What follows belongs to an exercise in optimizing a design on an open flow for small area; a production flow would make more cautious choices.
Only simulation tests tie the RTL to the original design; equivalence was not proved.
No activity file was given, so power comes from the tool's default toggle rates.

$ cat design.v
module pause_manager(
    input      clk_in,
    input      rst_in,
    input      pause_0_in,
    input      unpause_0_in,
    input      pause_unpause_0_in,
    output     inject_pause_out
);
    reg  pause_0_reg;
    reg  unpause_0_reg;
    wire set_pause_0;
    wire reset_pause_0;
    reg  pause_unpause_0_gen;
    reg  pause_unpause_0_reg;
    assign set_pause_0   = !pause_0_reg && pause_0_in;
    assign reset_pause_0 = !unpause_0_reg && unpause_0_in;
    always @(posedge clk_in) begin
        if(rst_in) begin
            pause_unpause_0_gen <= 1'b0;
            pause_0_reg         <= 1'b0;
            unpause_0_reg       <= 1'b0;
            pause_unpause_0_reg <= 1'b0;
        end
        else begin
            pause_0_reg   <= pause_0_in;
            unpause_0_reg <= unpause_0_in;
            case({set_pause_0,reset_pause_0})
                2'b00: pause_unpause_0_gen <= pause_unpause_0_gen;
                2'b01: pause_unpause_0_gen <= 1'b0;
                2'b10: pause_unpause_0_gen <= 1'b1;
                2'b11: pause_unpause_0_gen <= pause_unpause_0_gen;
            endcase
            pause_unpause_0_reg <= pause_unpause_0_in;
        end
    end
    assign inject_pause_out = pause_unpause_0_gen ||
                              pause_unpause_0_reg;
endmodule
module payload_encoder(
    input             clk_in,
    input             rst_in,
    input      [63:0] s_axis_tdata,
    input       [7:0] s_axis_tkeep,
    input       [7:0] s_axis_tuser,
    input       [7:0] s_axis_tdest,
    input             s_axis_tlast,
    input             s_axis_tvalid,
    output            s_axis_tready,
    input             inject_pause_in,
    input             pause_in,
    output reg [63:0] payload_out,
    output reg  [1:0] header_out
);
    localparam T_S1    = 8'h1e;
    localparam T_S2    = 8'h2d;
    localparam T_S3    = 8'h33;
    localparam T_S4    = 8'h4b;
    localparam T_S5    = 8'h55;
    localparam T_T0    = 8'h66;
    localparam T_T1    = 8'h78;
    localparam T_T2    = 8'h87;
    localparam T_T3    = 8'h99;
    localparam T_T4    = 8'haa;
    localparam T_T5    = 8'hb4;
    localparam T_T6    = 8'hcc;
    localparam T_T7    = 8'hd2;
    localparam T_IDLE  = 8'h00;
    localparam T_ERROR = 8'he1;
    localparam T_PAUSE = 8'hff;
    localparam H_DATA  = 2'b01;
    localparam H_CTRL  = 2'b10;
    localparam START       = 2'd0;
    localparam SEND_MIDDLE = 2'd1;
    localparam SEND_LAST   = 2'd2;
    reg        tready_reg;
    reg [63:0] b_data;
    reg  [7:0] b_keep;
    reg  [7:0] b_user;
    reg  [7:0] b_dest;
    reg        b_last;
    reg        b_valid;
    reg [63:0] h_data;
    reg  [7:0] h_keep;
    reg  [7:0] h_user;
    reg  [7:0] h_dest;
    reg        h_last;
    reg        h_valid;
    wire [89:0] b_beat = {b_data,b_keep,b_user,b_dest,b_last,b_valid};
    wire [89:0] h_beat = {h_data,h_keep,h_user,h_dest,h_last,h_valid};
    wire [89:0] c_beat = ({90{tready_reg}} & b_beat) | ({90{!tready_reg}} & h_beat);
    wire [63:0] c_data  = c_beat[89:26];
    wire  [7:0] c_keep  = c_beat[25:18];
    wire  [7:0] c_user  = c_beat[17:10];
    wire  [7:0] c_dest  = c_beat[9:2];
    wire        c_last  = c_beat[1];
    wire        c_valid = c_beat[0];
    reg        inject_pause_reg;
    reg [23:0] tdata_temp;
    reg  [2:0] tkeep_temp;
    reg  [1:0] state;
    reg  [1:0] next_state;
    reg        tready_int;
    function [63:0] start_payload;
        input  [7:0] tkeep;
        input  [7:0] tuser;
        input  [7:0] tdest;
        input [63:0] tdata;
            case(tkeep)
                8'h80: start_payload = {T_S1,tuser,tdest,tdata[63:56],{32{1'b0}}};
                8'hc0: start_payload = {T_S2,tuser,tdest,tdata[63:48],{24{1'b0}}};
                8'he0: start_payload = {T_S3,tuser,tdest,tdata[63:40],{16{1'b0}}};
                8'hf0: start_payload = {T_S4,tuser,tdest,tdata[63:32],{8{1'b0}}};
                8'hf8: start_payload = {T_S5,tuser,tdest,tdata[63:24]};
                8'hfc: start_payload = {T_S5,tuser,tdest,tdata[63:24]};
                8'hfe: start_payload = {T_S5,tuser,tdest,tdata[63:24]};
                8'hff: start_payload = {T_S5,tuser,tdest,tdata[63:24]};
                default: start_payload = {T_ERROR,{56{1'b0}}};
            endcase
    endfunction
    function [63:0] end_payload;
        input  [7:0] tkeep;
        input [63:0] tdata;
            case(tkeep)
                8'h00: end_payload = {T_T0,{56{1'b0}}};
                8'h80: end_payload = {T_T1,tdata[63:56],{48{1'b0}}};
                8'hc0: end_payload = {T_T2,tdata[63:48],{40{1'b0}}};
                8'he0: end_payload = {T_T3,tdata[63:40],{32{1'b0}}};
                8'hf0: end_payload = {T_T4,tdata[63:32],{24{1'b0}}};
                8'hf8: end_payload = {T_T5,tdata[63:24],{16{1'b0}}};
                8'hfc: end_payload = {T_T6,tdata[63:16],{8{1'b0}}};
                8'hfe: end_payload = {T_T7,tdata[63:8]};
                default: end_payload = {T_ERROR,{56{1'b0}}};
            endcase
    endfunction
    assign s_axis_tready = tready_reg;
    wire inject = inject_pause_reg ^ inject_pause_in;
    always @(*) begin
        tready_int  = 1'b1;
        header_out  = H_CTRL;
        payload_out = {T_IDLE,{56{1'b0}}};
        next_state  = state;
        if(inject) begin
            tready_int  = 1'b0;
            payload_out = {T_PAUSE,s_axis_tuser,{8{1'b0}},{32{inject_pause_in}},{8{1'b0}}};
        end
        else if(pause_in) begin
            tready_int  = 1'b0;
        end
        else begin
            case(state)
                START: begin
                    if(c_valid) begin
                        payload_out = start_payload(c_keep,c_user,c_dest,c_data);
                        next_state  = c_keep[3] ? (c_last ? SEND_LAST : SEND_MIDDLE) : START;
                    end
                end
                SEND_MIDDLE: begin
                    if(c_valid) begin
                        if(c_last && !c_keep[3]) begin
                            payload_out = end_payload({tkeep_temp,c_keep[7:3]},{tdata_temp,c_data[63:24]});
                            next_state  = c_keep[4] ? SEND_LAST : START;
                        end
                        else begin
                            header_out  = H_DATA;
                            payload_out = {tdata_temp,c_data[63:24]};
                            next_state  = c_last ? SEND_LAST : SEND_MIDDLE;
                        end
                    end
                end
                default: begin
                    tready_int  = 1'b0;
                    payload_out = end_payload({tkeep_temp,{5{1'b0}}},{tdata_temp,{40{1'b0}}});
                    next_state  = START;
                end
            endcase
        end
    end
    always @(posedge clk_in) begin
        if(tready_reg) begin
            b_data <= s_axis_tdata;
            b_keep <= s_axis_tkeep;
            b_user <= s_axis_tuser;
            b_dest <= s_axis_tdest;
            b_last <= s_axis_tlast;
        end
        h_data  <= c_data;
        h_keep  <= c_keep;
        h_user  <= c_user;
        h_dest  <= c_dest;
        h_last  <= c_last;
        h_valid <= c_valid;
        if(c_valid) begin
            tdata_temp <= c_data[23:0];
            tkeep_temp <= c_keep[2:0];
        end
    end
    always @(posedge clk_in) begin
        if(rst_in) begin
            tready_reg       <= 1'b1;
            b_valid          <= 1'b0;
            inject_pause_reg <= 1'b0;
            state            <= START;
        end
        else begin
            tready_reg       <= tready_int;
            if(tready_reg)
                b_valid      <= s_axis_tvalid;
            inject_pause_reg <= inject_pause_in;
            state            <= next_state;
        end
    end
endmodule
module payload_manager(
    input  [63:0] payload_in,
    input   [1:0] header_in,
    output [63:0] payload_out,
    output  [1:0] header_out,
    output        valid_out
);
    localparam H_CTRL = 2'b10;
    localparam T_IDLE = 8'h00;
    assign valid_out = !(header_in == H_CTRL && payload_in[63:56] == T_IDLE);
    assign header_out = header_in;
    assign payload_out = payload_in;
endmodule
module payload_decoder(
    input             clk_in,
    input             rst_in,
    input      [63:0] payload_in,
    input       [1:0] header_in,
    input             valid_in,
    output reg [63:0] m_axis_tdata,
    output reg  [7:0] m_axis_tkeep,
    output      [7:0] m_axis_tuser,
    output      [7:0] m_axis_tdest,
    output reg        m_axis_tlast,
    output            m_axis_tvalid,
    output            m_error,
    output            pause_out,
    output            unpause_out,
    output      [7:0] pause_src_out
);
    localparam T_S1    = 8'h1e;
    localparam T_S2    = 8'h2d;
    localparam T_S3    = 8'h33;
    localparam T_S4    = 8'h4b;
    localparam T_S5    = 8'h55;
    localparam T_T0    = 8'h66;
    localparam T_T1    = 8'h78;
    localparam T_T2    = 8'h87;
    localparam T_T3    = 8'h99;
    localparam T_T4    = 8'haa;
    localparam T_T5    = 8'hb4;
    localparam T_T6    = 8'hcc;
    localparam T_T7    = 8'hd2;
    localparam T_IDLE  = 8'h00;
    localparam T_ERROR = 8'he1;
    localparam T_PAUSE = 8'hff;
    localparam H_DATA  = 2'b01;
    localparam H_CTRL  = 2'b10;
    localparam START       = 2'd0;
    localparam SEND_MIDDLE = 2'd1;
    localparam SEND_LAST   = 2'd2;
    localparam END         = 2'd3;
    localparam O_NONE = 4'd0;
    localparam O_ERR  = 4'd1;
    localparam O_S1   = 4'd2;
    localparam O_S2   = 4'd3;
    localparam O_S3   = 4'd4;
    localparam O_S4   = 4'd5;
    localparam O_DATA = 4'd6;
    localparam O_T0   = 4'd7;
    localparam O_T1   = 4'd8;
    localparam O_T2   = 4'd9;
    localparam O_T3   = 4'd10;
    localparam O_T47  = 4'd11;
    localparam O_L4   = 4'd12;
    localparam O_L5   = 4'd13;
    localparam O_L6   = 4'd14;
    localparam O_L70  = 4'd15;
    reg [63:0] payload_reg;
    reg        ctrl_reg;
    reg        valid_reg;
    reg [39:0] prev_data;
    reg  [3:0] out_code;
    reg  [7:0] m_axis_tuser_reg;
    reg  [7:0] m_axis_tdest_reg;
    reg        pause_reg;
    reg        unpause_reg;
    reg  [7:0] pause_src_reg;
    reg  [1:0] state;
    reg  [3:0] code_int;
    reg        load_buf;
    reg        load_ud;
    reg  [1:0] pause_sel;    
    reg  [1:0] next_state;
    wire [7:0] r_type = payload_reg[63:56];
    wire [7:0] i_type = payload_in[63:56];
    wire       i_data = header_in == H_DATA;
    wire       i_ctrl = header_in == H_CTRL;
    function [7:0] dec_in;
        input       ctrl;
        input [7:0] itype;
        input [1:0] stay;
            if(ctrl) begin
                case(itype)
                    T_PAUSE: dec_in = {O_NONE,stay,1'b0,1'b1};
                    T_IDLE:  dec_in = {O_NONE,stay,1'b0,1'b0};
                    T_T0:    dec_in = {O_T0,END,1'b1,1'b0};
                    T_T1:    dec_in = {O_T1,END,1'b1,1'b0};
                    T_T2:    dec_in = {O_T2,END,1'b1,1'b0};
                    T_T3:    dec_in = {O_T3,END,1'b1,1'b0};
                    T_T4, T_T5, T_T6, T_T7:
                             dec_in = {O_T47,SEND_LAST,1'b1,1'b0};
                    default: dec_in = {O_ERR,START,1'b1,1'b0};
                endcase
            end
            else dec_in = {O_ERR,START,1'b1,1'b0};
    endfunction
    wire [7:0] dec_start  = dec_in(i_ctrl,i_type,START);
    wire [7:0] dec_middle = dec_in(i_ctrl,i_type,SEND_MIDDLE);
    always @(*) begin
        code_int   = O_NONE;
        load_buf   = 1'b1;
        load_ud    = 1'b0;
        pause_sel  = 2'd0;
        next_state = state;
        if(valid_reg) begin
            if(ctrl_reg && r_type == T_PAUSE) begin
                pause_sel = 2'd1;
            end
            else if(ctrl_reg && r_type == T_IDLE) begin
                ;
            end
            else begin
                case(state)
                    START: begin
                        next_state = START;
                        if(ctrl_reg && r_type == T_S1) begin code_int = O_S1; load_ud = 1'b1; end
                        else if(ctrl_reg && r_type == T_S2) begin code_int = O_S2; load_ud = 1'b1; end
                        else if(ctrl_reg && r_type == T_S3) begin code_int = O_S3; load_ud = 1'b1; end
                        else if(ctrl_reg && r_type == T_S4) begin code_int = O_S4; load_ud = 1'b1; end
                        else if(ctrl_reg && r_type == T_S5) begin
                            if(valid_in) begin
                                if(i_data) begin
                                    code_int   = O_DATA;
                                    load_ud    = 1'b1;
                                    next_state = SEND_MIDDLE;
                                end
                                else begin
                                    {code_int,next_state,load_buf} = dec_start[7:1];
                                    pause_sel = {dec_start[0],1'b0};
                                    load_ud   = dec_start[7:4] != O_NONE && dec_start[7:4] != O_ERR;
                                end
                            end
                            else load_buf = 1'b0;
                        end
                        else code_int = O_ERR;
                    end
                    SEND_MIDDLE: begin
                        if(valid_in) begin
                            if(i_data) begin
                                code_int = O_DATA;
                                load_ud  = 1'b1;
                            end
                            else begin
                                {code_int,next_state,load_buf} = dec_middle[7:1];
                                pause_sel = {dec_middle[0],1'b0};
                            end
                        end
                        else load_buf = 1'b0;
                    end
                    SEND_LAST: begin
                        next_state = START;
                        if(ctrl_reg && r_type == T_T4) code_int = O_L4;
                        else if(ctrl_reg && r_type == T_T5) code_int = O_L5;
                        else if(ctrl_reg && r_type == T_T6) code_int = O_L6;
                        else if(ctrl_reg && r_type == T_T7) begin
                            next_state = SEND_LAST;
                            if(valid_in) begin
                                if(i_ctrl && i_type == T_PAUSE) begin
                                    load_buf = 1'b0; pause_sel = 2'd2;
                                end
                                else if(i_ctrl && i_type == T_IDLE) begin
                                    load_buf = 1'b0;
                                end
                                else if(i_ctrl && i_type == T_T0) begin
                                    code_int = O_L70; next_state = END;
                                end
                                else begin
                                    code_int = O_ERR; next_state = START;
                                end
                            end
                            else load_buf = 1'b0;
                        end
                        else code_int = O_ERR;
                    end
                    default: next_state = START;
                endcase
            end
        end
    end
    always @(posedge clk_in) begin
        if(load_buf) begin
            payload_reg <= payload_in;
            ctrl_reg    <= header_in == H_CTRL;
        end
        prev_data <= payload_reg[39:0];
    end
    always @(posedge clk_in) begin
        if(rst_in) begin
            valid_reg        <= 1'b0;
            out_code         <= O_NONE;
            m_axis_tuser_reg <= 8'd0;
            m_axis_tdest_reg <= 8'd0;
            pause_reg        <= 1'b0;
            unpause_reg      <= 1'b0;
            pause_src_reg    <= 8'd0;
            state            <= START;
        end
        else begin
            if(load_buf)
                valid_reg    <= valid_in;
            out_code         <= code_int;
            if(load_ud) begin
                m_axis_tuser_reg <= payload_reg[55:48];
                m_axis_tdest_reg <= payload_reg[47:40];
            end
            case(pause_sel)
                2'd1: begin
                    pause_reg     <= &payload_reg[39:8];
                    unpause_reg   <= !(&payload_reg[39:8]);
                    pause_src_reg <= payload_reg[55:48];
                end
                2'd2: begin
                    pause_reg     <= &payload_in[39:8];
                    unpause_reg   <= !(&payload_in[39:8]);
                    pause_src_reg <= payload_in[55:48];
                end
                default: begin
                    pause_reg     <= 1'b0;
                    unpause_reg   <= 1'b0;
                    pause_src_reg <= 8'd0;
                end
            endcase
            state            <= next_state;
        end
    end
    assign m_axis_tuser  = m_axis_tuser_reg;
    assign m_axis_tdest  = m_axis_tdest_reg;
    assign m_axis_tvalid = out_code[3:1] != 3'd0;
    assign m_error       = out_code == O_ERR;
    assign pause_out     = pause_reg;
    assign unpause_out   = unpause_reg;
    assign pause_src_out = pause_src_reg;
    always @(*) begin
        m_axis_tdata = {64{1'b0}};
        m_axis_tkeep = 8'h00;
        m_axis_tlast = 1'b1;
        case(out_code)
            O_NONE: m_axis_tlast = 1'b0;
            O_ERR:  m_axis_tlast = 1'b0;
            O_S1:   begin m_axis_tdata = {prev_data[39:32],{56{1'b0}}}; m_axis_tkeep = 8'h80; end
            O_S2:   begin m_axis_tdata = {prev_data[39:24],{48{1'b0}}}; m_axis_tkeep = 8'hc0; end
            O_S3:   begin m_axis_tdata = {prev_data[39:16],{40{1'b0}}}; m_axis_tkeep = 8'he0; end
            O_S4:   begin m_axis_tdata = {prev_data[39:8],{32{1'b0}}};  m_axis_tkeep = 8'hf0; end
            O_DATA: begin m_axis_tdata = {prev_data,payload_reg[63:40]}; m_axis_tkeep = 8'hff; m_axis_tlast = 1'b0; end
            O_T0:   begin m_axis_tdata = {prev_data,{24{1'b0}}}; m_axis_tkeep = 8'hf8; end
            O_T1:   begin m_axis_tdata = {prev_data,payload_reg[55:48],{16{1'b0}}}; m_axis_tkeep = 8'hfc; end
            O_T2:   begin m_axis_tdata = {prev_data,payload_reg[55:40],{8{1'b0}}}; m_axis_tkeep = 8'hfe; end
            O_T3:   begin m_axis_tdata = {prev_data,payload_reg[55:32]}; m_axis_tkeep = 8'hff; end
            O_T47:  begin m_axis_tdata = {prev_data,payload_reg[55:32]}; m_axis_tkeep = 8'hff; m_axis_tlast = 1'b0; end
            O_L4:   begin m_axis_tdata = {prev_data[31:24],{56{1'b0}}}; m_axis_tkeep = 8'h80; end
            O_L5:   begin m_axis_tdata = {prev_data[31:16],{48{1'b0}}}; m_axis_tkeep = 8'hc0; end
            O_L6:   begin m_axis_tdata = {prev_data[31:8],{40{1'b0}}};  m_axis_tkeep = 8'he0; end
            default: begin m_axis_tdata = {prev_data[31:0],{32{1'b0}}}; m_axis_tkeep = 8'hf0; end
        endcase
    end
endmodule
module aqueduct_codec(
    input         clk,
    input         rst,
    input  [63:0] s_axis_tdata,
    input   [7:0] s_axis_tkeep,
    input   [7:0] s_axis_tuser,
    input   [7:0] s_axis_tdest,
    input         s_axis_tlast,
    input         s_axis_tvalid,
    output        s_axis_tready,
    input         s_pause,
    input         s_send_pause,
    input         rx_almost_full,
    input         rx_almost_empty,
    output [63:0] tx_payload,
    output  [1:0] tx_header,
    input  [63:0] rx_payload,
    input   [1:0] rx_header,
    input         rx_valid,
    output [63:0] m_axis_tdata,
    output  [7:0] m_axis_tkeep,
    output  [7:0] m_axis_tuser,
    output  [7:0] m_axis_tdest,
    output        m_axis_tlast,
    output        m_axis_tvalid,
    output        m_error,
    output        m_pause,
    output        m_unpause,
    output  [7:0] m_pause_src
);
    wire        inject_pause;
    wire [63:0] rx_pm_payload;
    wire  [1:0] rx_pm_header;
    wire        rx_pm_valid;
    pause_manager pause_manager_inst(
        .clk_in(clk),
        .rst_in(rst),
        .pause_0_in(rx_almost_full),
        .unpause_0_in(rx_almost_empty),
        .pause_unpause_0_in(s_send_pause),
        .inject_pause_out(inject_pause)
    );
    payload_encoder payload_encoder_inst(
        .clk_in(clk),
        .rst_in(rst),
        .s_axis_tdata(s_axis_tdata),
        .s_axis_tkeep(s_axis_tkeep),
        .s_axis_tuser(s_axis_tuser),
        .s_axis_tdest(s_axis_tdest),
        .s_axis_tlast(s_axis_tlast),
        .s_axis_tvalid(s_axis_tvalid),
        .s_axis_tready(s_axis_tready),
        .inject_pause_in(inject_pause),
        .pause_in(s_pause),
        .payload_out(tx_payload),
        .header_out(tx_header)
    );
    payload_manager payload_manager_inst(
        .payload_in(rx_payload),
        .header_in(rx_header),
        .payload_out(rx_pm_payload),
        .header_out(rx_pm_header),
        .valid_out(rx_pm_valid)
    );
    payload_decoder payload_decoder_inst(
        .clk_in(clk),
        .rst_in(rst),
        .payload_in(rx_pm_payload),
        .header_in(rx_pm_header),
        .valid_in(rx_valid && rx_pm_valid),
        .m_axis_tdata(m_axis_tdata),
        .m_axis_tkeep(m_axis_tkeep),
        .m_axis_tuser(m_axis_tuser),
        .m_axis_tdest(m_axis_tdest),
        .m_axis_tlast(m_axis_tlast),
        .m_axis_tvalid(m_axis_tvalid),
        .m_error(m_error),
        .pause_out(m_pause),
        .unpause_out(m_unpause),
        .pause_src_out(m_pause_src)
    );
endmodule
$ cat flow/run.sh
#!/bin/bash
cp standard.sh standard_sh.log 2>/dev/null
export BUFFER_PORTS_ARGS="-buffer_cell sky130_fd_sc_hd__buf_1"
bash standard.sh > standard_run.log 2>&1
$ cat standard.sh
#!/bin/bash
# synth_recipe.tcl (not shown) runs the flow's synth.tcl, then flattens the netlist and writes it again
# the make line also repeats each setting of config.mk as NAME=value (left out here)
make -C /OpenROAD-flow-scripts/flow DESIGN_CONFIG=/design/flow/config.mk WORK_HOME=/design/flow/orfs CLKGATE_MAP_FILE= SYNTH_SCRIPT=/design/flow/synth_recipe.tcl "${@:-finish}"
$ cat config.mk
export PLATFORM = sky130hd
export DESIGN_NAME = aqueduct_codec
export DESIGN_NICKNAME = aqueduct_codec
export VERILOG_FILES = /design/flow/design.v
export SDC_FILE = /design/flow/constraint.sdc
export NUM_CORES = 4
export LEC_CHECK = 0
export CAP_MARGIN = 20
export CORE_MARGIN = 2
export CORE_UTILIZATION = 65
export CTS_BUF_LIST = sky130_fd_sc_hd__clkbuf_16
export CTS_CLUSTER_DIAMETER = 150
export CTS_CLUSTER_SIZE = 30
export SLEW_MARGIN = 20
$ cat constraint.sdc
create_clock -name core_clock -period 4.5 [get_ports {clk}]
set_input_delay 0.9000 -clock core_clock [delete_from_list [all_inputs] [get_ports {clk}]]
set_output_delay 0.9000 -clock core_clock [all_outputs]
set_load 0.01 [all_outputs]
==> results by group, run 1 <==
Worst setup path
  – Worst R2R End: payload_decoder_inst.payload_reg[7]
  – FF-to-FF Start: payload_decoder_inst.payload_reg[56]
  – Reg2Reg Depth: 6
  – Max incr delay on CP: 0.58 ns
  – CP max-delay cell: or4_1
  – CP Launch Type: flip-flop
  – Worst path most repeated cell: o21ai_1
  – Crit path DAT: roughly 3.4 ns
  – Kind of critical path: reg -> out
  – Worst R2R Setup Slack: 1.63 ns
  – Worst path required time: 3.60 ns
  – CP endpoint kind: output port
  – CP max FO: 14
  – Worst-path cell chain: or4_1, nor3_1, o21ai_1, buf_4, a21oi_1, o21ai_1, o31ai_1, buf_1

Route
  – Number of remaining DRC errors: 0
  – Initial DRC count: roughly 1400
  – Post-route antenna net violation count: 0
  – DR WL/cell: 20.9 um
  – Vias: ~13000
  – Vias per cell: approximately 6.3
  – Routed WL: 42.1 mm
  – Initial DRT Pass Iterations: 6

Pwr
  – Peak supply drop: 0.349 mV
  – Pwr Total: 6.07 mW
  – Power Density: 350 mW/mm^2
  – P_leak: 6.37 nW

Global route
  – Antenna violations before repair: 2
  – Largest net degree at the start of global routing: 64
  – Vias in the first global route: 11600
  – Tot GR Track Use: 32.3%
  – Remaining Overflow, GRT: 0
  – First-pass GRT wire length: 62.8 mm

Synth
  – Primary FF master, synth: edfxtp_1
  – Seq cells post-synth: about 350
  – Synth cell types: 81
  – Syn Inst Count: about 1400
  – Post-synth ARST share: 0%
  – Synth Area per Inst: 11.1 sq um
  – Syn_nets: 1555
  – Cell area after technology mapping: 0.0154 sq mm
  – Sequential-to-total area share from yosys stat: slightly below 60%
  – Post-synth EDFFs: 181
  – YS warnings: 3

Clock tree
  – Clk slew on worst S/H paths: roughly 0.11 ns
  – Clock Tree Buf Depth: 3
  – Clock Latency Late Sink: roughly 0.5 ns
  – CTS buffer count: 15
  – Post-CTS Setup Inserts: 0
  – Clock sinks: 353
  – Post-CTS Hold Buffers: 0
  – Post-CTS sizing: 0
  – CTS tree: done
  – CTS root buf: clkbuf_16
  – H-tree depth: 1

Place
  – Final Wtd Congestion: 0.984
  – Worst slack at placement: approximately 0.80 ns
  – Dpl hpwl: 30.8 mm
  – Count of input and output buffers: 330
  – Placed cell count: between 1500 and 2000
  – Placed inst area: 0.0169 sq mm

Timing
  – Worst Tran Pin Value: 0.957 ns
  – Slew headroom: between 30% and 40%
  – Fmax: 0.234 GHz
  – Endpoints failing hold: 0
  – # setup viols final: 0
  – RSZ-0062 raised after global routing: false
  – Final period util: 94.8%
  – Final Max Tran Viols: 0
  – Setup WS post-layout: 0.233 ns
  – Fin crit period: ~4.3 ns
  – Clock Skews: roughly 0.019 ns
  – Hold WS: 0.352 ns
  – Sum Neg Setup Slack: 0 ns

Finish
  – Finished Cell Area: 0.0173 sq mm
  – Final nets: 1851
  – Non-Filler Instances: 2015
  – Final Util: between 70% and 80%
  – Layout area overhead: 12.6%
  – Layout cell share with drive strength beyond 1: 7.97%

Floorplanning
  – Io pins: 331
  – Row cnt: 56
  – Initial Util: 66.0%
  – Die X: 158 um
  – Die Ht: 158 um
  – Core outline area: 0.0233 sq mm
  – Die Area: 0.0249 sq mm

Worst hold path
  – Worst Hold End: payload_decoder_inst.prev_data[7]
  – Hold Path Stages: 0
  – Worst min-delay path startpoint: payload_decoder_inst.payload_reg[7]
  – Worst min-delay path class: reg -> reg

Status
  – Status: finished clean

Flow run
  – Max-Cap Viols: 0
## cell type report
type	count	area, sq um
Antenna cell	2	5.00
Clock buffer	15	375
Clock inverter	9	38.8
Fill cell	1684	6000
Inverter	72	270
Multi-Input combinational cell	893	5930
Sequential cell	353	8880
Tap cell	319	399
Timing Repair Buffer	352	1430
## kinds of logic after synthesis
| group | count (synthesis) | share of synthesized area [%] |
|---|---|---|
| adder cells (fa/ha/maj) | 1 | 0.0813 |
| buffers and inverters | 145 | 3.80 |
| XOR/XNOR | 1 | 0.0569 |
| multiplexers | 108 | 7.53 |
| AND/OR/NAND/NOR | 372 | 12.2 |
| flip-flops | 353 | 57.7 |
| AO/OA/AOI/OAI | 411 | 18.6 |
## synth_stat cells (all sizes together), types with 22 or more instances
| cell type | count | area [sq um] |
|---|---|---|
| o22ai | 22 | 144 |
| and2 | 25 | 156 |
| inv | 69 | 259 |
| mux2 | 62 | 698 |
| nor2 | 80 | 300 |
| nand2 | 126 | 478 |
| clkbuf | 53 | 200 |
| o21ai | 89 | 445 |
| a22o | 47 | 412 |
| nand3 | 30 | 155 |
| a21oi | 86 | 449 |
| dfxtp | 172 | 3440 |
| mux2i | 46 | 460 |
| edfxtp | 181 | 5440 |
## cell usage in the layout (no fill, tap or decap), drive strengths merged, types with 6 or more instances in the layout
cell type / Yosys / routed
a21oi: 86 / 86
nand3: 30 / 30
nor4: 8 / 8
nor4bb: 7 / 7
nand2: 126 / 126
mux2i: 46 / 46
nand2b: 9 / 9
a221oi: 11 / 11
a22oi: 21 / 21
or2: 6 / 6
edfxtp: 181 / 181
mux2: 62 / 62
o22ai: 22 / 22
a21o: 15 / 15
dfxtp: 172 / 172
nor2b: 8 / 8
a32o: 10 / 10
clkbuf: 53 / 15
buf: 20 / 352
o31ai: 20 / 20
and2: 25 / 25
and3: 8 / 8
nor2: 80 / 80
inv: 69 / 78
o211ai: 11 / 11
a22o: 47 / 47
a211oi: 13 / 13
a31oi: 18 / 18
nor3: 13 / 13
o221ai: 13 / 13
nand4: 21 / 21
o21ai: 89 / 89
## per-layer routing
layer	share of wire, %	track usage (%)	vias to the layer above
met1	42	46.7	6106
met5	0	0	-
met3	8.7	3.81	77
met4	2.5	9.00	0
li1	-	-	5815
met2	47	51.8	706
## where the power goes
group,internal [mW],total [mW],leakage (nW),switching [mW]
Sequential,3.66,3.80,3.27,0.147
Combinational,0.259,0.702,2.87,0.443
Clock,0.621,1.57,0.232,0.944
## worst max path at each step
| stage | from | end | slack (ns) |
|---|---|---|---|
| floorplan | payload_encoder_inst.tready_reg | tx_payload[40] | 0.40 |
| CTS | payload_encoder_inst.tready_reg | tx_payload[22] | 0.25 |
| detailed placement | payload_encoder_inst.tready_reg | tx_payload[22] | 0.80 |
| global route | payload_encoder_inst.tready_reg | tx_payload[23] | 0.03 |
| finish | payload_encoder_inst.b_keep[3] | tx_payload[49] | 0.23 |
| global placement | s_pause | tx_payload[38] | 0.82 |
## critical path: cells and delay by family, from the launching register on
family	cells	cell delay, ns
AO/OA/AOI/OAI	4	1.02
buffers and inverters	2	0.42
flip-flops	1	0.52
AND/OR/NAND/NOR	2	0.87
==> run 2: changes to the inputs <==
--- a/config.mk
+++ b/config.mk
@@ -6,4 +6,5 @@
 export NUM_CORES = 4
 export LEC_CHECK = 0
+export ABC_AREA = 1
 export CAP_MARGIN = 20
 export CORE_MARGIN = 2
@@ -11,4 +12,4 @@
 export CTS_BUF_LIST = sky130_fd_sc_hd__clkbuf_16
 export CTS_CLUSTER_DIAMETER = 150
-export CTS_CLUSTER_SIZE = 30
+export CTS_CLUSTER_SIZE = 24
 export SLEW_MARGIN = 20
==> run 2 against run 1 <==
Net effect:
- final area hardly changed
- area after synthesis fell by 0.45%
- fmax increased by 2.8%
- die area shrank 0.44%
- sequential power about the same
- worst hold slack lost 0.0038 ns
- first-iteration DRC count up 4.9%
- combinational power increased by 34%
- largest power group unchanged
- clock skew grew 0.0015 ns
- register-to-register slack worse by 0.02 ns
- still clean on timing, DRC and antenna
- sequential share of layout area shrank 0.052 points
- highest routed layer unchanged
==> results by group, run 2 <==
Status
  – Status: finished clean

Pwr
  – Cell internal pwr: 4.72 mW (+3.9%)
  – Peak supply drop: 0.423 mV (+21%)
  – Comb pwr share: 14.5% (+2.9 points)
  – Clk pwr share: 26.8% (+1.0 points)
  – Net Sw Frac: 27.4% (+2.2 points)
  – P_leak: 7.05 nW (+11%)
  – Power Density: 375 mW/mm^2 (+6.9%)
  – Switching pwr: 1.78 mW (+16%)
  – Power share of the sequential group: 58.7% (-4.0 points)

Route
  – Vias: 14000 (+10%)
  – Vias per cell: 5.81 (-7.9%)
  – Number of remaining DRC errors: 0 (unchanged)
  – Routed WL: 43.2 mm (+2.6%)
  – Initial DRT Pass Iterations: 6 (unchanged)
  – DR WL/cell: 18.0 um (-14%)
  – Initial DRC count: 1509 (+4.9%)
  – Post-route antenna net violation count: 0 (unchanged)

Finish
  – Area of the multi-input gates: 0.00545 sq mm (-8.2%)
  – Final nets: 2239 (+21%)
  – Final Util: 74.4% (about the same)
  – Commonest non-fill, non-tap cells in the layout: 465 x nand2_1, 330 x buf_1, 186 x inv_1, 181 x edfxtp_1, 171 x dfxtp_1
  – Layout cell share with drive strength beyond 1: 4.98% (-3.0 points)
  – Leading cell type in the layout, fill and taps excluded: nand2_1
  – N_diodes: 0 (-2)
  – Fill cells: 1741 (+3.4%)
  – Register area: 0.00888 sq mm (about the same)
  – Layout area overhead: 13.2%

Worst setup path
  – Worst path most repeated cell: nand2_1
  – Worst-path cell chain: nand2_2, inv_1, nand2_1, nor2_2, nand3_2, nand2_2, inv_2, nand2_1, inv_2, o21ai_0, o211ai_1, o21ai_1, nand2_1, nand2_1, buf_1
  – FF-to-FF Start: payload_decoder_inst.payload_reg[58]
  – Worst R2R End: payload_decoder_inst.m_axis_tuser_reg[1]
  – CP Launch Type: flip-flop
  – Crit-path leading delay family: simple AND/OR/NAND/NOR gates
  – CP max FO: 11 (-3)
  – Crit. Startpoint: payload_encoder_inst.tkeep_temp[1]
  – Reg2Reg Depth: 13 (+7)
  – CP max-delay cell: edfxtp_1
  – Crit path DAT: 3.25 ns (-0.12 ns)
  – Worst Path Buf+Inv: 4 (+2)
  – Worst path required time: 3.60 ns (about the same)
  – Kind of critical path: reg -> out
  – Max incr delay on CP: 0.41 ns (-0.17 ns)
  – CP endpoint kind: output port
  – Worst R2R Setup Slack: 1.61 ns (-0.02 ns)

Synth
  – Largest area contributor in the synthesized netlist: edfxtp_1
  – Primary FF master, synth: edfxtp_1
  – Sequential-to-total area share from yosys stat: 57.9% (+0.26 points)
  – Syn Inst Count: 1780 (+28%)
  – Area contributors post-synth: edfxtp_1 35%, dfxtp_1 22%, nand2_1 11%
  – Top cell type's share of synthesized area: 35.5% (+0.16 points)
  – Synth Area per Inst: 8.61 sq um (-22%)
  – Post-synth EDFFs: 181 (unchanged)
  – Most frequent cells after synthesis: 466 x nand2_1, 181 x edfxtp_1, 174 x inv_1
  – Most common cell in the netlist: nand2_1
  – Post-synth ARST share: 0% (unchanged)
  – Syn_nets: 1944 (+25%)
  – Seq cells post-synth: 353 (unchanged)
  – Cell area after technology mapping: 0.0153 sq mm (-0.45%)
  – YS warnings: 3 (unchanged)
  – Synth cell types: 46 (-43%)

Flow run
  – Max-Cap Viols: 0 (unchanged)

Global route
  – Tot GR Track Use: 33.4% (+1.2 points)
  – Largest net degree at the start of global routing: 66 (+3.1%)
  – Antenna violations before repair: 0 (-2)
  – Vias in the first global route: 12400 (+6.8%)
  – Remaining Overflow, GRT: 0 (unchanged)
  – First-pass GRT wire length: 65.1 mm (+3.6%)

Timing
  – Worst Tran Pin Value: 1.06 ns (+0.105 ns)
  – Final period util: 92.2% (-2.6 points)
  – # setup viols final: 0 (unchanged)
  – Clock Skews: 0.0203 ns (+0.00152 ns)
  – Fin crit period: 4.15 ns (-0.118 ns)
  – RSZ-0062 raised after global routing: false
  – Fmax: 0.241 GHz (+2.8%)
  – Endpoints failing hold: 0 (unchanged)
  – Slew headroom: 29.0% (-7.2 points)
  – Final Max Tran Viols: 0 (unchanged)
  – Sum Neg Setup Slack: 0 ns (unchanged)

Clock tree
  – Clock Latency Late Sink: 0.52 ns (about the same)
  – H-tree depth: 1 (unchanged)
  – Clock sinks: 353 (unchanged)
  – Clock Tree Buf Depth: 3 (unchanged)
  – CTS buffer count: 18 (+3)
  – Clk slew on worst S/H paths: 0.09 ns (-0.02 ns)
  – CTS tree: done
  – CTS root buf: clkbuf_16

Worst hold path
  – Worst min-delay path class: reg -> reg
  – Worst min-delay path startpoint: payload_decoder_inst.payload_reg[0]
  – Hold Path Stages: 0 (unchanged)
  – Worst Hold End: payload_decoder_inst.prev_data[0]

Place
  – Dpl hpwl: 31.6 mm (+2.5%)
  – Count of input and output buffers: 330 (unchanged)
  – Final Wtd Congestion: 0.979 (-0.49%)

Floorplanning
  – Io pins: 331 (unchanged)
  – Die Area: 0.0248 sq mm (-0.44%)
  – Die X: 158 um (-0.22%)
  – Row cnt: 56 (unchanged)
  – Initial Util: 65.7% (-0.29 points)
  – Die Ht: 158 um (-0.22%)
  – Core outline area: 0.0233 sq mm (unchanged)
run 2: cell count changes after synthesis, sizes merged, moves of 16 or more:
cell	before	now
nor2	80	123
and2	25	0
mux2i	46	0
a21oi	86	121
o21ai	89	185
inv	69	184
nor3	13	49
nand2	126	477
a22o	47	0
mux2	62	0
or2	6	22
nand3	30	75
o31ai	20	1
a22oi	21	0
run 2: logic make-up (layout without fill, tap and decap cells):
logic type                 count (synthesis)  count (layout)  synth area share (%)
DFF                                      353             353                  57.9
AOI/OAI and AO/OA                        381             381                  13.4
buffers and inverters                    261             568                  6.65
and+or+nand+nor                          783             783                  21.9
adders and majority gates                  1               1                0.0816
xor gates and xnor gates                   1               1                0.0572
run 2: final cells by class:
| class | count | area share (%) |
|---|---|---|
| clock buffers | 19 | 2.74 |
| inverters | 188 | 4.08 |
| flip-flops and latches | 353 | 51.2 |
| clock inverters | 13 | 0.310 |
| multi-input cells | 1166 | 31.4 |
| repair buffers | 348 | 7.99 |
| well taps | 319 | 2.30 |
run 2: worst max-delay path by stage:
stage,to,slack [ns],cells after the start
floorplan,tx_payload[55],0.1,9
global placement,tx_payload[51],0.86,14
detailed placement,tx_payload[26],0.84,12
CTS,tx_payload[51],0.28,14
global route,tx_payload[62],0.09,12
finish,tx_payload[18],0.35,15
run 2: worst register-to-register path, cell delays in order (launching register included):
cell and delay [ns]:
edfxtp_1 0.39, inv_1 0.08, nor2_1 0.17, nand2_1 0.09
nor3_1 0.48, inv_1 0.13, nor2_1 0.14, nand2_1 0.06
nand2_1 0.05, nand2_1 0.05, nand2_1 0.78, nand3_1 0.21
nand2_1 0.11, nor2_1 0.06
run 2: repair_timing:
action                                  CTS  global route
resized for setup                         0             1
hold buffers                              0             0
setup buffers                             0             0
endpoints found under the setup margin    0             1
run 2: stage by stage:
step                      total power [mW]  std cells  cell area [sq um]  hold WS (ns)  setup WS, ns
after global routing                  6.73       2406              17400         0.355        0.0888
final                                 6.50       2406              17400         0.348         0.351
after floorplan                       4.44       1780              15300         0.323        0.0978
after global placement                4.76       2374              16800         0.326         0.863
after detailed placement              4.79       2374              16800         0.329         0.843
after CTS                             6.49       2406              17300         0.349         0.281
run 2: metal layers:
| layer | wire length [um] | global-route usage, % | vias up |
|---|---|---|---|
| met2 | 20300 | 55.1 | 808 |
| met3 | 3770 | 3.83 | 125 |
| li1 | - | - | 6555 |
| met4 | 1700 | 11.4 | 0 |
| met1 | 17500 | 46.3 | 6483 |
| met5 | 0 | 0 | - |
run 2: power groups by stage:
stage	clock network (mW)	registers, mW	logic [mW]
floorplan	0	3.85	0.593
global placement	0	3.86	0.892
detailed placement	0	3.88	0.915
CTS	1.76	3.81	0.923
global route	1.85	3.83	1.04
finish	1.74	3.81	0.942
==> run 3: changes to the inputs <==
--- a/config.mk
+++ b/config.mk
@@ -6,5 +6,4 @@
 export NUM_CORES = 4
 export LEC_CHECK = 0
-export ABC_AREA = 1
 export CAP_MARGIN = 20
 export CORE_MARGIN = 2
==> run 3 against run 2 <==
Net effect:
- fmax fell by 4.6%
- total power fell by 3.5%
- clock power about the same
- critical path depth is 7 lower
- via count down 9.2%
- global-route usage decreased by 1.0 points
- sequential share of layout area fell by 0.29 points
- flip-flop and latch count unchanged
- wire length fell by 2.3%
- register-to-register slack improved by 0.02 ns
- setup slack got worse by 0.20 ns
- clock skew fell by 0.011 ns
- critical path type unchanged
- largest power group unchanged
- highest routed layer unchanged
==> results by group, run 3 <==
Place
  – Count of input and output buffers: 330 (unchanged)
  – Placed inst area: 0.0169 sq mm (+0.58%)
  – Worst slack at placement: 0.802 ns (-0.0413 ns)
  – Final Wtd Congestion: 0.984 (+0.49%)
  – Dpl hpwl: 30.8 mm (-2.5%)

Clock tree
  – H-tree depth: 1 (unchanged)
  – Clock Tree Buf Depth: 3 (unchanged)
  – CTS tree: done
  – Clock sinks: 353 (unchanged)
  – Post-CTS Setup Inserts: 0 (unchanged)
  – Clk slew on worst S/H paths: 0.10 ns (about the same)
  – CTS root buf: clkbuf_16
  – CTS buffer count: 18 (unchanged)
  – Clock Latency Late Sink: 0.52 ns (about the same)

Synth
  – Seq cells post-synth: 353 (unchanged)
  – Most common cell in the netlist: edfxtp_1
  – Area contributors post-synth: edfxtp_1 35%, dfxtp_1 22%, mux2_2 4.5%
  – Post-synth ARST share: 0% (unchanged)
  – Synth cell types: 81 (+76%)
  – Primary FF master, synth: edfxtp_1
  – Largest area contributor in the synthesized netlist: edfxtp_1
  – Top cell type's share of synthesized area: 35.3% (-0.16 points)
  – Sequential-to-total area share from yosys stat: 57.7% (-0.26 points)
  – Cell area after technology mapping: 0.0154 sq mm (+0.45%)
  – Post-synth EDFFs: 181 (unchanged)
  – YS warnings: 3 (unchanged)
  – Most frequent cells after synthesis: 181 x edfxtp_1, 172 x dfxtp_1, 124 x nand2_1
  – Syn_nets: 1555 (-20%)
  – Syn Inst Count: 1391 (-22%)
  – Synth Area per Inst: 11.1 sq um (+29%)

Finish
  – Leading cell type in the layout, fill and taps excluded: buf_1
  – Commonest non-fill, non-tap cells in the layout: 330 x buf_1, 181 x edfxtp_1, 170 x dfxtp_1, 124 x nand2_1, 84 x o21ai_0
  – Finished Cell Area: 0.0175 sq mm (+0.58%)
  – Layout cell share with drive strength beyond 1: 8.17% (+3.2 points)
  – Layout area overhead: 13.4%
  – Fill cells: 1675 (-3.8%)
  – Final nets: 1854 (-17%)

Worst setup path
  – CP max FO: 14 (+3)
  – Crit path DAT: 3.45 ns (+0.20 ns)
  – Worst-path cell chain: or4_1, nor3_1, o21ai_1, buf_4, a21oi_1, o21ai_1, o31ai_1, buf_1
  – CP Launch Type: flip-flop
  – CP endpoint kind: output port
  – CP max-delay cell: or4_1
  – Kind of critical path: reg -> out
  – FF-to-FF Start: payload_decoder_inst.payload_reg[56]
  – Reg2Reg Depth: 6 (-7)
  – Max incr delay on CP: 0.59 ns (+0.18 ns)
  – Worst path required time: 3.60 ns (about the same)
  – Worst R2R Setup Slack: 1.63 ns (+0.02 ns)
  – Worst path most repeated cell: o21ai_1
  – Worst R2R End: payload_decoder_inst.payload_reg[7]

Route
  – Routed WL: 42.2 mm (-2.3%)
  – Post-route antenna net violation count: 0 (unchanged)
  – DR WL/cell: 20.9 um (+16%)
  – Initial DRT Pass Iterations: 6 (unchanged)
  – Number of remaining DRC errors: 0 (unchanged)
  – Vias: 12700 (-9.2%)
  – Vias per cell: 6.27 (+8.0%)
  – Initial DRC count: 1364 (-9.6%)

Global route
  – Largest net degree at the start of global routing: 64 (-3.0%)
  – Antenna violations before repair: 2 (+2)
  – First-pass GRT wire length: 63.0 mm (-3.2%)
  – Tot GR Track Use: 32.4% (-1.0 points)
  – Remaining Overflow, GRT: 0 (unchanged)
  – Vias in the first global route: 11700 (-5.9%)

Timing
  – Fmax: 0.230 GHz (-4.6%)
  – Setup WS post-layout: 0.151 ns (-0.200 ns)
  – # setup viols final: 0 (unchanged)
  – RSZ-0062 raised after global routing: false
  – Fin crit period: 4.35 ns (+0.200 ns)
  – Final period util: 96.6% (+4.4 points)
  – Sum Neg Setup Slack: 0 ns (unchanged)
  – Clock Skews: 0.00964 ns (-0.0106 ns)
  – Final Max Tran Viols: 0 (unchanged)
  – Slew headroom: 36.8% (+7.8 points)
  – Worst Tran Pin Value: 0.948 ns (-0.115 ns)
  – Endpoints failing hold: 0 (unchanged)

Flow run
  – Max-Cap Viols: 0 (unchanged)

Floorplanning
  – Row cnt: 56 (unchanged)
  – Die Ht: 158 um (+0.22%)
  – Die X: 158 um (+0.22%)
  – Die Area: 0.0249 sq mm (+0.44%)
  – Io pins: 331 (unchanged)
  – Core outline area: 0.0233 sq mm (unchanged)
  – Initial Util: 66.0% (+0.29 points)

Worst hold path
  – Worst min-delay path startpoint: payload_decoder_inst.payload_reg[7]
  – Worst min-delay path class: reg -> reg
  – Hold Path Stages: 0 (unchanged)
  – Worst Hold End: payload_decoder_inst.prev_data[7]

Status
  – Status: finished clean

Pwr
  – Peak supply drop: 0.331 mV (-22%)
  – P_leak: 6.44 nW (-8.7%)
  – Power Density: 360 mW/mm^2 (-4.0%)
  – Pwr Total: 6.27 mW (-3.5%)
run 3: changes by cell type after synthesis, moves of 24 or more:
| cell | change |
|---|---|
| nor2_1 | -34 |
| and2_1 | +24 |
| inv_1 | -105 |
| nand2_1 | -342 |
| nand3_1 | -43 |
| o21ai_0 | -78 |
| mux2_2 | +62 |
| mux2i_1 | +46 |
| a22o_1 | +47 |
| nor3_1 | -35 |
| a21oi_1 | -36 |
run 3: cell families (layout without fill, tap and decap cells):
| logic type | after synthesis | after routing | synth area share [%] |
|---|---|---|---|
| multiplexers | 108 | 108 | 7.53 |
| XOR/XNOR | 1 | 1 | 0.0569 |
| AO/OA/AOI/OAI | 411 | 411 | 18.6 |
| flip-flops | 353 | 353 | 57.7 |
| adder cells (fa/ha/maj) | 1 | 1 | 0.0813 |
| buffers and inverters | 145 | 455 | 3.80 |
| other | 0 | 2 | 0 |
| AND/OR/NAND/NOR | 372 | 372 | 12.2 |
run 3: worst max-delay path: cells and delay by family, from the launching register on:
family | cells | cell delay (ns)
buffers and inverters | 2 | 0.42
DFF | 1 | 0.52
and+or+nand+nor | 2 | 0.92
AOI/OAI and AO/OA | 4 | 1.05
run 3: repair_timing:
item | 4_1_cts | 5_1_grt
hold buffers | 0 | 0
endpoints found under the hold margin | 0 | 0
gates resized for setup | 0 | 1
endpoints found under the setup margin | 0 | 1
run 3: how the worst max path moves through the flow:
stage / start / slack (ns) / end / cells after the start
final: payload_encoder_inst.b_keep[3] / 0.15 / tx_payload[49] / 8
after global placement: s_pause / 0.82 / tx_payload[38] / 8
after CTS: payload_encoder_inst.tready_reg / 0.20 / tx_payload[45] / 8
after global routing: payload_encoder_inst.tready_reg / 0.03 / tx_payload[23] / 7
after floorplan: payload_encoder_inst.tready_reg / 0.40 / tx_payload[40] / 8
after detailed placement: payload_encoder_inst.tready_reg / 0.80 / tx_payload[22] / 7
run 3: layer usage:
| metal | part of all wire, % | vias up | wire (um) | global-route usage [%] |
|---|---|---|---|---|
| li1 | - | 5817 | - | - |
| met4 | 2.6 | 0 | 1110 | 9.18 |
| met5 | 0 | - | 0 | 0 |
| met2 | 47 | 687 | 19900 | 52.3 |
| met1 | 41 | 6094 | 17500 | 46.2 |
| met3 | 8.8 | 86 | 3730 | 4.49 |
run 3: metrics by stage:
step | instances | hold slack [ns] | util, %
floorplan | 1391 | 0.323 | -
global placement | 1989 | 0.324 | 72.5
detailed placement | 1989 | 0.329 | 72.5
CTS | 2020 | 0.352 | 74.8
global route | 2022 | 0.358 | 74.8
finish | 2022 | 0.352 | 74.8
run 3: final cells by class:
type	count	area, sq um	area share [%]
flip-flops and latches	353	8880	50.9
multi-input cells	893	5930	34.0
repair buffers	352	1430	8.21
clock buffers	19	475	2.72
well taps	319	399	2.29
inverters	72	270	1.55
clock inverters	12	50.0	0.287
diodes	2	5.00	0.0287
run 3: where the power goes:
group          total, mW  switching, mW  internal [mW]
clock               1.77          0.993          0.774
sequential          3.80          0.146           3.66
combinational      0.703          0.444          0.260
total               6.27           1.58           4.69
==> run 4: changes to the inputs <==
==> flow/run.sh (replaced) <==
#!/bin/bash
# The standard layout with two changes:
#  - synthesis maps the logic with an area-oriented ABC script (flow/area.abc);
#    everything else in synthesis (registers, flattening, renaming) is the standard flow's own
#  - port buffers are made of the smallest buffer cell
set -euo pipefail
HERE=$(pwd)
FLOWDIR=$(cd "$(dirname "$0")" && pwd)
cp "$FLOWDIR/area.abc" "$HERE/area.abc"
{
  echo "proc abc {args} {"
  echo "  set i [lsearch -exact \$args -script]"
  echo "  if {\$i >= 0} { lset args [expr {\$i + 1}] $HERE/area.abc }"
  echo "  yosys abc {*}\$args"
  echo "}"
  cat "$HERE/synth_recipe.tcl"
} > "$HERE/area_synth.tcl"
sed "s#SYNTH_SCRIPT=[^ ]*#SYNTH_SCRIPT=$HERE/area_synth.tcl#" standard.sh > my_standard.sh
grep -q "SYNTH_SCRIPT=$HERE/area_synth.tcl" my_standard.sh
export BUFFER_PORTS_ARGS="-buffer_cell sky130_fd_sc_hd__buf_1"
bash my_standard.sh > flow_run.log 2>&1
==> flow/area.abc (new file) <==
strash
&get -n
&fraig -x
&put
scorr
dc2
dretime
strash
&get -n
&dch -f
&nf -R 1000
&put
strash
&get -n
&dch -f
&nf -R 1000
&put
==> run 4 against run 3 <==
Net effect:
- final cell count down 10%
- largest cell class unchanged
- total power grew 1.4%
- area after synthesis shrank 9.7%
- global-route usage rose by 0.44 points
==> results by group, run 4 <==
Global route
  – Antenna violations before repair: 2 (unchanged)
  – Vias in the first global route: 10600 (-9.7%)
  – Largest net degree at the start of global routing: 51 (-20%)
  – Tot GR Track Use: 32.8% (+0.44 points)
  – First-pass GRT wire length: 57.2 mm (-9.1%)
  – Remaining Overflow, GRT: 0 (unchanged)

Worst hold path
  – Worst Hold End: payload_decoder_inst.prev_data[5]
  – Worst min-delay path class: reg -> reg
  – Hold Path Stages: 0 (unchanged)
  – Worst min-delay path startpoint: payload_decoder_inst.payload_reg[5]

Timing
  – # setup viols final: 0 (unchanged)
  – Fin crit period: 4.38 ns (+0.0327 ns)
  – Setup WS post-layout: 0.119 ns (-0.0327 ns)
  – Clock Skews: 0.0147 ns (+0.00509 ns)
  – Endpoints failing hold: 0 (unchanged)
  – Sum Neg Setup Slack: 0 ns (unchanged)
  – Worst Tran Pin Value: 0.942 ns (-0.00645 ns)
  – Slew headroom: 36.6% (-0.23 points)
  – Fmax: 0.228 GHz (-0.75%)
  – RSZ-0062 raised after global routing: true
  – Final period util: 97.4% (+0.73 points)
  – Final Max Tran Viols: 0 (unchanged)

Finish
  – Leading cell type in the layout, fill and taps excluded: buf_1
  – Layout cell share with drive strength beyond 1: 5.84% (-2.3 points)
  – Commonest non-fill, non-tap cells in the layout: 329 x buf_1, 181 x edfxtp_1, 171 x dfxtp_1, 98 x nand2_1, 88 x nor2_1
  – Layout area overhead: 18.8%
  – Finished Cell Area: 0.0165 sq mm (-5.3%)
  – Non-Filler Instances: 1817 (-10%)
  – Final nets: 1693 (-8.7%)

Worst setup path
  – Kind of critical path: reg -> out
  – CP max FO: 16 (+2)
  – Crit path DAT: 3.48 ns (+0.03 ns)
  – Worst R2R Setup Slack: 1.81 ns (+0.18 ns)
  – Worst path required time: 3.60 ns (about the same)
  – Worst R2R End: payload_encoder_inst.state[0]
  – CP Launch Type: flip-flop
  – Reg2Reg Depth: 8 (+2)
  – CP endpoint kind: output port
  – FF-to-FF Start: payload_encoder_inst.tready_reg

Synth
  – Synth cell types: 49 (-40%)
  – Primary FF master, synth: edfxtp_1
  – Top cell type's share of synthesized area: 39.1% (+3.8 points)
  – Post-synth EDFFs: 181 (unchanged)
  – Sequential-to-total area share from yosys stat: 63.9% (+6.2 points)
  – Post-synth ARST share: 0% (unchanged)
  – YS warnings: 3 (unchanged)
  – Syn_nets: 1318 (-15%)
  – Syn Inst Count: 1154 (-17%)
  – Most common cell in the netlist: edfxtp_1
  – Seq cells post-synth: 353 (unchanged)
  – Cell area after technology mapping: 0.0139 sq mm (-9.7%)
  – Most frequent cells after synthesis: 181 x edfxtp_1, 172 x dfxtp_1, 101 x nand2_1
  – Synth Area per Inst: 12.0 sq um (+8.8%)
  – Largest area contributor in the synthesized netlist: edfxtp_1
  – Area contributors post-synth: edfxtp_1 39%, dfxtp_1 25%, mux2_1 4.9%

Pwr
  – Peak supply drop: 0.406 mV (+23%)
  – Clk pwr share: 27.5% (-0.7 points)
  – P_leak: 6.01 nW (-6.7%)
  – Power share of the sequential group: 60.5% (about the same)
  – Cell internal pwr: 4.73 mW (+0.89%)
  – Pwr Total: 6.36 mW (+1.4%)
  – Net Sw Frac: 25.6% (+0.39 points)
  – Comb pwr share: 12.0% (+0.8 points)
  – Power Density: 385 mW/mm^2 (+7.1%)
  – Switching pwr: 1.63 mW (+3.0%)

Place
  – Dpl hpwl: 27.7 mm (-10%)
  – Placed inst area: 0.0159 sq mm (-6.1%)
  – Final Wtd Congestion: 0.939 (-4.6%)
  – Count of input and output buffers: 330 (unchanged)
  – Placed cell count: 1782 (-10%)
  – Worst slack at placement: 0.411 ns (-0.391 ns)

Floorplanning
  – Io pins: 331 (unchanged)
  – Initial Util: 66.1% (+0.15 points)
  – Die X: 150 um (-4.9%)
  – Die Ht: 150 um (-4.9%)
  – Core outline area: 0.0210 sq mm (-9.9%)
  – Row cnt: 53 (-5.4%)
  – Die Area: 0.0226 sq mm (-9.5%)

Route
  – DR WL/cell: 21.1 um (+1.1%)
  – Initial DRT Pass Iterations: 5 (-1)
  – Met2 WL post-DR: 18.2 mm (-8.4%)
  – Post-route antenna net violation count: 0 (unchanged)
  – Routed WL: 38.4 mm (-9.2%)
  – Vias: 11200 (-12%)
  – Met3 routed WL: 3.52 mm (-5.4%)
  – DR top layer: met5
  – Number of remaining DRC errors: 0 (unchanged)
  – Initial DRC count: 1118 (-18%)
  – Wl on met1: 15.6 mm (-11%)
  – Vias per cell: 6.16 (-1.8%)

Flow run
  – Max-Cap Viols: 0 (unchanged)

Clock tree
  – CTS root buf: clkbuf_16
  – Clock Latency Late Sink: 0.52 ns (about the same)
  – CTS tree: done
  – H-tree depth: 1 (unchanged)
  – Clk slew on worst S/H paths: 0.09 ns (about the same)
  – CTS buffer count: 18 (unchanged)
  – Clock Tree Buf Depth: 3 (unchanged)
  – Clock sinks: 353 (unchanged)

Status
  – Status: finished clean
==> run 4: cell types whose count changed after synthesis, sizes merged, moves of 16 or more <==
cell / delta
a22o: +18
buf: -20
o22ai: -19
nor2b: +16
o22a: +16
nand2: -25
clkbuf: -53
clkinv: +36
inv: -69
==> run 4: power by group through the flow <==
stage	logic (mW)	clock network (mW)	registers (mW)
after floorplan	0.430	0	3.89
after global placement	0.718	0	3.89
after detailed placement	0.736	0	3.91
after CTS	0.746	1.76	3.84
after global routing	0.828	1.88	3.87
final	0.761	1.75	3.85
==> run 4: per-layer routing <==
layer | vias up | GRT usage, %
met5 | - | 0
met4 | 2 | 9.10
met3 | 86 | 5.67
met2 | 621 | 53.5
met1 | 5329 | 45.9
li1 | 5154 | -
==> run 4: layout make-up <==
type / count / area [sq um]
sequential: 353 / 8880
fill: 1350 / 4500
clock inverter: 12 / 50.0
inverter: 39 / 154
clock buffer: 19 / 475
antenna: 2 / 5.00
tap: 275 / 344
timing repair buffer: 355 / 1440
multi-input combinational: 762 / 5160
==> run 4: worst max-delay path by stage <==
stage | slack (ns) | start | endpoint
2_1_floorplan | -0.10 | payload_encoder_inst.tready_reg | tx_payload[42]
3_3_place_gp | 0.44 | payload_encoder_inst.tready_reg | tx_payload[44]
3_5_place_dp | 0.41 | payload_encoder_inst.tready_reg | tx_payload[44]
4_1_cts | 0.01 | payload_encoder_inst.tready_reg | tx_payload[43]
5_1_grt | -0.07 | payload_encoder_inst.tready_reg | tx_payload[43]
6_report | 0.12 | payload_encoder_inst.tready_reg | tx_payload[41]
==> run 4: what timing repair did <==
item,CTS,global route
setup endpoints to repair,10,32
resized for setup,3,10
pin swaps,0,2
setup buffers,0,2
hold buffers,0,0
==> run 4: per-stage QoR <==
step | utilization, % | hold WS [ns]
floorplan | - | 0.323
global placement | 75.6 | 0.324
detailed placement | 75.6 | 0.328
CTS | 78.1 | 0.348
global route | 78.6 | 0.351
finish | 78.6 | 0.348
==> run 4: worst max-delay path, stage by stage (launching register included) <==
cell and delay [ns]:
dfxtp_4 0.54, mux2i_4 0.36, clkinv_1 0.18, nor3_1 0.21, nand3_1 0.25, nor2_2 0.22
nor2_1 0.12, nor2_4 0.26, a22o_1 0.19, a21oi_1 0.10, a2111oi_4 0.34, buf_1 0.19
==> run 4: cell families after synthesis <==
kind of cell | share of synthesized area (%)
mux | 8.33
buf+inv | 1.05
flops | 63.9
fa+ha+maj | 0.0900
simple gates | 11.6
compound gates | 15.0
==> run 5: changes to the inputs <==
--- a/design.v
+++ b/design.v
@@ -197,5 +197,4 @@
     always @(posedge clk_in) begin
         if(rst_in) begin
-            tready_reg       <= 1'b1;
             b_valid          <= 1'b0;
             inject_pause_reg <= 1'b0;
@@ -203,5 +202,4 @@
         end
         else begin
-            tready_reg       <= tready_int;
             if(tready_reg)
                 b_valid      <= s_axis_tvalid;
@@ -210,4 +208,6 @@
         end
     end
+    always @(posedge clk_in)
+        tready_reg <= tready_int;
 endmodule
 module payload_manager(
@@ -411,10 +411,6 @@
         if(rst_in) begin
             valid_reg        <= 1'b0;
-            out_code         <= O_NONE;
             m_axis_tuser_reg <= 8'd0;
             m_axis_tdest_reg <= 8'd0;
-            pause_reg        <= 1'b0;
-            unpause_reg      <= 1'b0;
-            pause_src_reg    <= 8'd0;
             state            <= START;
         end
@@ -422,9 +418,13 @@
             if(load_buf)
                 valid_reg    <= valid_in;
-            out_code         <= code_int;
             if(load_ud) begin
                 m_axis_tuser_reg <= payload_reg[55:48];
                 m_axis_tdest_reg <= payload_reg[47:40];
             end
+            state            <= next_state;
+        end
+    end
+    always @(posedge clk_in) begin
+            out_code         <= code_int;
             case(pause_sel)
                 2'd1: begin
@@ -444,6 +444,4 @@
                 end
             endcase
-            state            <= next_state;
-        end
     end
     assign m_axis_tuser  = m_axis_tuser_reg;
==> run 5 against run 4 <==
Net effect:
- critical path type unchanged
- flip-flop and latch count unchanged
- clock power decreased by 2%
- critical path depth increased by 2
- largest power group unchanged
- critical endpoint is now tx_payload[28]
==> results by group, run 5 <==
Status
  – Status: finished clean

Worst setup path
  – CP endpoint kind: output port
  – Crit path DAT: 3.40 ns (-0.08 ns)
  – Worst path required time: 3.60 ns (about the same)
  – Max incr delay on CP: 0.50 ns (-0.04 ns)
  – Worst-path cell chain: mux2_1, nor2_1, a21oi_1, or4_4, nand2b_4, nand2_4, a21oi_2, clkinv_2, a21oi_2, clkinv_2, a32oi_1, o21ai_1, buf_1
  – Worst R2R End: payload_decoder_inst.payload_reg[12]
  – Worst R2R Setup Slack: 1.76 ns (-0.05 ns)
  – FF-to-FF Start: payload_decoder_inst.payload_reg[61]
  – Crit-path leading delay family: simple AND/OR/NAND/NOR gates
  – CP Launch Type: flip-flop
  – Reg2Reg Depth: 6 (-2)
  – CP max FO: 15 (-1)
  – Worst Path Buf+Inv: 3 (+1)
  – Kind of critical path: reg -> out
  – CP max-delay cell: dfxtp_4

Route
  – Vias per cell: 6.28 (+2.0%)
  – Routed WL: 39.7 mm (+3.4%)
  – Initial DRT Pass Iterations: 8 (+3)
  – Number of remaining DRC errors: 0 (unchanged)
  – Initial DRC count: 1202 (+7.5%)
  – DR WL/cell: 21.8 um (+3.3%)
  – Vias: 11400 (+2.1%)
  – Post-route antenna net violation count: 0 (unchanged)

Synth
  – Post-synth ARST share: 0% (unchanged)
  – Seq cells post-synth: 353 (unchanged)
  – YS warnings: 3 (unchanged)
  – Cell area after technology mapping: 0.0139 sq mm (-0.26%)
  – Syn Inst Count: 1146 (-0.69%)
  – Most frequent cells after synthesis: 181 x edfxtp_1, 172 x dfxtp_1, 117 x nor2_1
  – Area contributors post-synth: edfxtp_1 39%, dfxtp_1 25%, mux2_1 6.3%
  – Post-synth EDFFs: 181 (unchanged)
  – Largest area contributor in the synthesized netlist: edfxtp_1
  – Primary FF master, synth: edfxtp_1
  – Most common cell in the netlist: edfxtp_1
  – Sequential-to-total area share from yosys stat: 64.0% (+0.17 points)
  – Top cell type's share of synthesized area: 39.2% (+0.10 points)
  – Synth cell types: 47 (-4.1%)
  – Syn_nets: 1312 (-0.46%)
  – Synth Area per Inst: 12.1 sq um (+0.44%)

Timing
  – Endpoints failing hold: 0 (unchanged)
  – Fin crit period: 4.30 ns (-0.0859 ns)
  – Worst Tran Pin Value: 1.06 ns (+0.116 ns)
  – RSZ-0062 raised after global routing: false
  – Sum Neg Setup Slack: 0 ns (unchanged)
  – Final Max Tran Viols: 0 (unchanged)
  – Clock Skews: 0.0197 ns (+0.00497 ns)
  – Slew headroom: 28.7% (-7.8 points)
  – Final period util: 95.5% (-1.9 points)
  – # setup viols final: 0 (unchanged)
  – Fmax: 0.233 GHz (+2.0%)

Floorplanning
  – Core outline area: 0.0210 sq mm (-0.32%)
  – Die X: 150 um (-0.13%)
  – Io pins: 331 (unchanged)
  – Die Area: 0.0225 sq mm (-0.25%)
  – Initial Util: 66.2% (about the same)
  – Die Ht: 150 um (-0.13%)
  – Row cnt: 53 (unchanged)

Pwr
  – Cell internal pwr: 4.83 mW (+2.1%)
  – Power Density: 396 mW/mm^2 (+2.8%)
  – Peak supply drop: 0.331 mV (-19%)
  – Power share of the sequential group: 59.8% (-0.7 points)
  – Comb pwr share: 14.2% (+2.2 points)
  – Net Sw Frac: 26.2% (+0.61 points)
  – Pwr Total: 6.55 mW (+2.9%)
  – Switching pwr: 1.72 mW (+5.4%)
  – P_leak: 5.78 nW (-3.9%)
  – Clk pwr share: 26.1% (-1.4 points)

Finish
  – Layout area overhead: 19.3%
  – Finished Cell Area: 0.0165 sq mm (+0.11%)
  – Final nets: 1699 (+0.35%)
  – Fill cells: 1298 (-3.9%)
  – Commonest non-fill, non-tap cells in the layout: 330 x buf_1, 181 x edfxtp_1, 171 x dfxtp_1, 116 x nor2_1, 78 x a21oi_1
  – Layout cell share with drive strength beyond 1: 7.19% (+1.3 points)
  – Leading cell type in the layout, fill and taps excluded: buf_1

Global route
  – Tot GR Track Use: 34.3% (+1.5 points)
  – Largest net degree at the start of global routing: 76 (+49%)
  – Remaining Overflow, GRT: 0 (unchanged)
  – Vias in the first global route: 11200 (+6.0%)
  – Antenna violations before repair: 0 (-2)
  – First-pass GRT wire length: 60.0 mm (+4.8%)

Clock tree
  – H-tree depth: 1 (unchanged)
  – Clock sinks: 353 (unchanged)
  – CTS root buf: clkbuf_16
  – Clock Tree Buf Depth: 3 (unchanged)
  – CTS buffer count: 18 (unchanged)
  – Clk slew on worst S/H paths: 0.10 ns (about the same)
  – Clock Latency Late Sink: 0.52 ns (about the same)
  – CTS tree: done

Worst hold path
  – Worst Hold End: payload_decoder_inst.prev_data[2]
  – Worst min-delay path startpoint: payload_decoder_inst.payload_reg[2]
  – Worst min-delay path class: reg -> reg
  – Hold Path Stages: 0 (unchanged)

Flow run
  – Max-Cap Viols: 0 (unchanged)

Place
  – Dpl hpwl: 29.4 mm (+5.9%)
  – Placed inst area: 0.0160 sq mm (+0.59%)
  – Count of input and output buffers: 330 (unchanged)
  – Final Wtd Congestion: 0.958 (+2.0%)
==> run 5: kinds of logic after synthesis <==
kind of cell / after synthesis / share of synthesized area, %
DFF: 353 / 64.0
and+or+nand+nor: 352 / 12.1
AOI/OAI and AO/OA: 306 / 14.5
muxes: 108 / 8.50
buffers and inverters: 24 / 0.650
adders and majority gates: 3 / 0.271
==> run 5: power groups by stage <==
stage                     combinational, mW  sequential (mW)  clock, mW
after detailed placement              0.901             3.98          0
final                                 0.929             3.91       1.71
after CTS                             0.907             3.91       1.72
after floorplan                       0.532             3.96          0
after global placement                0.878             3.96          0
after global routing                   1.01             3.94       1.83
==> run 5: final cells by class <==
type                       count  area, sq um  area share (%)
timing repair buffer         367         1540            9.32
inverter                      24         98.8           0.598
antenna                        1         2.50          0.0151
sequential                   353         8880            53.7
multi-input combinational    769         5150            31.2
tap                          275          344            2.08
clock inverter                12         62.6           0.378
clock buffer                  18          450            2.72
==> run 5: metal layers <==
| metal | global-route usage (%) | routed length [um] | vias up |
|---|---|---|---|
| met5 | 0 | 0 | - |
| met4 | 12.4 | 1530 | 0 |
| met3 | 6.40 | 3510 | 117 |
| met2 | 61.0 | 20200 | 676 |
| met1 | 41.8 | 14500 | 5475 |
| li1 | - | - | 5158 |
==> run 5: worst max path at each step <==
stage	startpoint	end	slack [ns]	cells past startpoint
6_report	payload_encoder_inst.tready_reg	tx_payload[28]	0.20	13
5_1_grt	payload_encoder_inst.tready_reg	tx_payload[12]	0.004	12
4_1_cts	payload_encoder_inst.tready_reg	tx_payload[11]	0.05	12
3_5_place_dp	payload_encoder_inst.tready_reg	tx_payload[11]	0.62	12
3_3_place_gp	payload_encoder_inst.tready_reg	tx_payload[11]	0.71	12
2_1_floorplan	rx_payload[57]	payload_decoder_inst.ctrl_reg	-0.47	7
==> run 5: repair_timing <==
item / 4_1_cts / 5_1_grt
buffers inserted: 0 / 2
resized for setup: 0 / 3
hold endpoints to repair: 0 / 0
hold buffers: 0 / 0
endpoints found under the setup margin: 0 / 25
==> run 5: per-stage QoR <==
stage	worst slack, ns	util, %	instances	hold WS (ns)
after floorplan	-0.472	-	1146	0.323
after CTS	0.0517	78.7	1816	0.344
after global placement	0.707	76.3	1786	0.325
after global routing	0.00414	78.9	1818	0.346
after detailed placement	0.617	76.3	1786	0.328
final	0.204	78.9	1819	0.343

afterwards: timing with drivers on the ports:
No port has a modelled driver above. Below, the same layouts with a new extraction and two added sets of constraints.
Step 1 sets driving cells, clkbuf_16 on the clock port and buf_2 on the other inputs (assumed; they add their load-dependent delay and slew).
Step 2 times the ports against the registers' clock, not the clock port: input delays grow and output delays shrink by t, the midpoint of the rising clock arrivals with the driver on.
a / b / c = no drivers / after step 1 / after step 2; a / b = the first two.
run	shift t [ns]	setup slack, ns	hold WS [ns]	worst data-port slew with drivers (ns)
run 1	0.555	0.233 / 0.182 / 0.737	0.352 / 0.352 / 0.352	0.09
run 2	0.561	0.351 / 0.302 / 0.753	0.348 / 0.348 / 0.348	0.07
run 3	0.569	0.151 / 0.100 / 0.669	0.352 / 0.352 / 0.352	0.09
run 4	0.561	0.119 / 0.070 / 0.473	0.348 / 0.348 / 0.348	0.07
run 5	0.563	0.204 / 0.157 / 0.663	0.343 / 0.343 / 0.343	0.08
After both steps every run listed still meets setup and hold.
